This is an optimization exercise on Yosys and OpenROAD, whose aim is small area, not a production implementation.
Function was checked by simulation only, so behaviour that the tests miss may differ from the original.
Power figures rest on the tool's default switching activity, not on a simulated workload.

Setup of P:
==> flow/design.v (excerpt) <==
module ahb_usb #(
) (
    input clk, n_rst,
    input logic hsel,
    input logic [3:0] haddr,
    input logic [2:0] hsize,
    input logic [1:0] htrans,
    input logic hwrite,
    input logic [2:0] hburst,
    input logic [31:0] hwdata,
    output logic hready,
    output logic [31:0] hrdata,
    output logic hresp,
    input logic dp_in,
    input logic dm_in,
    output logic dp_out,
    output logic dm_out,
    output logic d_mode
);
export LEC_CHECK = 0
export CAP_MARGIN = 20
export CORE_MARGIN = 2
export CORE_UTILIZATION = 85
export SLEW_MARGIN = 20
export SYNTH_HIERARCHICAL = 1
create_clock -name core_clock -period 10.0 [get_ports {clk}]
standard.sh (not shown) runs the stock make flow with config.mk's settings and CLKGATE_MAP_FILE= SYNTH_SCRIPT=/design/flow/synth_recipe.tcl, a recipe that flattens the netlist after the stock synthesis.
==> flow/flow/run.sh <==
#!/bin/bash
# Standard ORFS layout (the standard.sh, standard synthesis unchanged) with
# two layout-only knobs:
#  - buffer the ports with the smallest buffer
#  - clock tree: clkbuf_8 drives the sink clusters, clkbuf_16 above them,
#    no dummy loads
set -euo pipefail
export BUFFER_PORTS_ARGS="-buffer_cell sky130_fd_sc_hd__buf_1"
export CTS_ARGS="-sink_clustering_enable -repair_clock_nets -sink_clustering_size 18 -sink_clustering_max_diameter 50 -buf_list {sky130_fd_sc_hd__clkbuf_8 sky130_fd_sc_hd__clkbuf_16} -sink_clustering_buffer sky130_fd_sc_hd__clkbuf_8 -root_buf sky130_fd_sc_hd__clkbuf_16 -dont_use_dummy_load"
bash standard.sh > standard.log 2>&1
Inputs modified between P and Q:
Settings: CORE_UTILIZATION changed from 85 to 70.
==> flow/flow/run.sh <==
#!/bin/bash
# Standard ORFS layout (the standard.sh, standard synthesis unchanged) with
# two layout-only knobs:
#  - buffer the ports with the smallest buffer
#  - clock tree from clkbuf_16 with larger sink clusters and no dummy loads
set -euo pipefail
export BUFFER_PORTS_ARGS="-buffer_cell sky130_fd_sc_hd__buf_1"
export CTS_ARGS="-sink_clustering_enable -repair_clock_nets -sink_clustering_size 40 -sink_clustering_max_diameter 45 -buf_list sky130_fd_sc_hd__clkbuf_16 -dont_use_dummy_load"
bash standard.sh > standard.log 2>&1
### Flow results
Against P, Q comes in 1 lower on critical path depth. Measured against Q, the total wirelength of the detailed-routed design of P comes out at 1.08 times the reference value. Sort Q and P by final-layout clock buffer total, descending, and Q comes first. Taking P as the reference, in Q total power of the final layout moved up, final critical-path setup slack rose 370 ps.
Input-level comparison between R and Q:
Settings: CORE_UTILIZATION now 80, was 70.
==> flow/flow/run.sh <==
#!/bin/bash
# Standard ORFS layout (the standard.sh, standard synthesis unchanged) with
# two layout-only knobs:
#  - buffer the ports with the smallest buffer
#  - clock tree: clkbuf_8 drives the sink clusters, clkbuf_16 above them,
#    no dummy loads
set -euo pipefail
export BUFFER_PORTS_ARGS="-buffer_cell sky130_fd_sc_hd__buf_1"
export CTS_ARGS="-sink_clustering_enable -repair_clock_nets -sink_clustering_size 18 -sink_clustering_max_diameter 50 -buf_list {sky130_fd_sc_hd__clkbuf_8 sky130_fd_sc_hd__clkbuf_16} -sink_clustering_buffer sky130_fd_sc_hd__clkbuf_8 -root_buf sky130_fd_sc_hd__clkbuf_16 -dont_use_dummy_load"
bash standard.sh > standard.log 2>&1
Results
- R was carried through to the last stage, and its layout satisfied the timing, design-rule and antenna checks.
- R against Q: total wire length shows an increase of 3.0%; wire length on met3 shows an increase of 21%.
- In R the fraction of area in clock buffers and inverters turned out 2.7 points lower than in Q.
- Q was routed with fewer vias than R.

Setup of run 1:
ahb_usb again, from the RTL that the note above started with.
Settings: LEC_CHECK=0, CAP_MARGIN=20, CORE_MARGIN=2, CORE_UTILIZATION=70, SLEW_MARGIN=20, SYNTH_HIERARCHICAL=1; clock period 10.0 ns.
==> flow/flow/run.sh <==
#!/bin/bash
# Standard ORFS layout (the standard.sh, standard synthesis unchanged) with
# two layout-only knobs:
#  - buffer the ports with the smallest buffer
#  - clock tree from clkbuf_16 with larger sink clusters and no dummy loads
set -euo pipefail
export BUFFER_PORTS_ARGS="-buffer_cell sky130_fd_sc_hd__buf_1"
export CTS_ARGS="-sink_clustering_enable -repair_clock_nets -sink_clustering_size 36 -sink_clustering_max_diameter 70 -buf_list sky130_fd_sc_hd__clkbuf_16 -dont_use_dummy_load"
bash standard.sh > standard.log 2>&1
Run 1 ended with every stage complete and zero timing, DRC or antenna violations.
--- input diff run 1..run 2 ---
- changing CORE_UTILIZATION from 70 to 80
[summary]
On number of hold buffers added after cts, run 1 and run 2 are basically level.
On fmax, the lower figure sits with run 2, not run 1.
Compared to run 1, run 2 was floorplanned on a smaller die.
When run 2 is measured against run 1, its post-layout utilization of the core turns out 11 points higher.
Run 1 was larger in final cell area than run 2.
Sequential cell area in the final layout essentially unchanged between run 2 and run 1.
Power: run 2 draws more than run 1
Per the comparison of run 2 with run 1, final worst setup slack moved down, number of antenna-violating nets in the routed design did not really move, clock period minus worst slack has increased.
The top routing layer in use comes out met4 in one run and met5 in the other, namely in run 1 and run 2 respectively.

v4:
Starting RTL as in the previous note.
Settings: LEC_CHECK=0, CAP_MARGIN=20, CORE_MARGIN=2, CORE_UTILIZATION=70, SLEW_MARGIN=20, SYNTH_HIERARCHICAL=1; clock period 10.0 ns.
==> flow/flow/run.sh <==
#!/bin/bash
# Standard ORFS layout (the standard.sh, standard synthesis unchanged) with
# two layout-only knobs:
#  - buffer the ports with the smallest buffer
#  - clock tree: clkbuf_8 drives the sink clusters, clkbuf_16 above them,
#    no dummy loads
set -euo pipefail
export BUFFER_PORTS_ARGS="-buffer_cell sky130_fd_sc_hd__buf_1"
export CTS_ARGS="-sink_clustering_enable -repair_clock_nets -sink_clustering_size 20 -sink_clustering_max_diameter 50 -buf_list {sky130_fd_sc_hd__clkbuf_8 sky130_fd_sc_hd__clkbuf_16} -sink_clustering_buffer sky130_fd_sc_hd__clkbuf_8 -root_buf sky130_fd_sc_hd__clkbuf_16 -dont_use_dummy_load"
bash standard.sh > standard.log 2>&1
For v20, these inputs were changed with respect to v4:
==> flow/flow/run.sh <==
#!/bin/bash
# Standard ORFS layout (the standard.sh, standard synthesis unchanged) with
# two layout-only knobs:
#  - buffer the ports with the smallest buffer
#  - clock tree: clkbuf_8 drives the sink clusters, clkbuf_16 above them,
#    no dummy loads
set -euo pipefail
export BUFFER_PORTS_ARGS="-buffer_cell sky130_fd_sc_hd__buf_1"
export CTS_ARGS="-sink_clustering_enable -repair_clock_nets -sink_clustering_size 17 -sink_clustering_max_diameter 45 -buf_list {sky130_fd_sc_hd__clkbuf_8 sky130_fd_sc_hd__clkbuf_16} -sink_clustering_buffer sky130_fd_sc_hd__clkbuf_8 -root_buf sky130_fd_sc_hd__clkbuf_16 -dont_use_dummy_load"
bash standard.sh > standard.log 2>&1
==> comparison <==
Looking at the reports, v20 completed the entire flow and the layout it produced met the timing, design-rule and antenna checks.
The detailed router's first-iteration violation count reported for v20 is smaller than that of v4 by 120.
Summary — fraction of met2 tracks used by global routing, v20 relative to v4: lower, by 0.39 points.
Compared with v4, v20 shows a higher layout cell share with drive strength beyond 1.
## Diff of input files: v35 against v20
==> flow/flow/run.sh <==
#!/bin/bash
# Standard ORFS layout (the standard.sh, standard synthesis unchanged) with
# two layout-only knobs:
#  - buffer the ports with the smallest buffer
#  - clock tree from clkbuf_16 with larger sink clusters and no dummy loads
set -euo pipefail
export BUFFER_PORTS_ARGS="-buffer_cell sky130_fd_sc_hd__buf_1"
export CTS_ARGS="-sink_clustering_enable -repair_clock_nets -sink_clustering_size 33 -sink_clustering_max_diameter 60 -buf_list sky130_fd_sc_hd__clkbuf_16 -dont_use_dummy_load"
bash standard.sh > standard.log 2>&1
Comparing v35 against v20, there is no change at all in number of hold-slack violations in the final timing report.
[diff] total length of routed wires, v35 relative to v20: regression
Lower detailed-route wire length per cell goes to v20 over v35.
On power density relative to cell area, v35 tracks v20 almost exactly.
Compared with v20, v35 shows final critical-path required period higher by 0.17 ns.
Where total internal power is concerned, v20 is better than v35.
Compared with v20, v35 shows register-to-register slack lower by 0.17 ns.
Going from v20 to v35, delay of the slowest cell on the worst path grows by 0.03 ns.
v20 -> v35: post-layout instance area flat
In terms of clock network area share, v20 and v35 differ only marginally.

==> static timing again, ports no longer ideal <==
The flow's constraints put no driver on any port. The routed layouts listed below were extracted and timed again, unchanged, in two steps.
Step 1, drivers: a clkbuf_16 drives clk and a buf_2 each remaining input, both assumed.
Step 2 adds t to the input delays and takes it off the output delays; t is the mean of the earliest and latest rising clock arrival at the registers after step 1. Input paths then give back, and output paths get back, about the clock's delay inside the block.
Slacks: ideal / step 1 / step 2; pairs: ideal / step 1.
run	t, ns	slack for setup (ns)	worst setup path after step 2	worst slew at a driven data input, ns	cell pins on the clock port's net
P	0.633	3.324 / 3.324 / 3.324	register to register	0.06	1
Q	0.632	3.693 / 3.693 / 3.693	register to register	0.08	1
R	0.637	3.234 / 3.234 / 3.234	register to register	0.09	1
run 1	0.631	3.800 / 3.800 / 3.800	register to register	0.07	1
run 2	0.641	3.555 / 3.555 / 3.555	register to register	0.09	1
v4	0.623	3.760 / 3.760 / 3.760	register to register	0.07	1
v20	0.616	3.817 / 3.817 / 3.817	register to register	0.08	1
v35	0.635	3.643 / 3.643 / 3.643	register to register	0.08	1
After both steps every run listed still meets setup and hold.
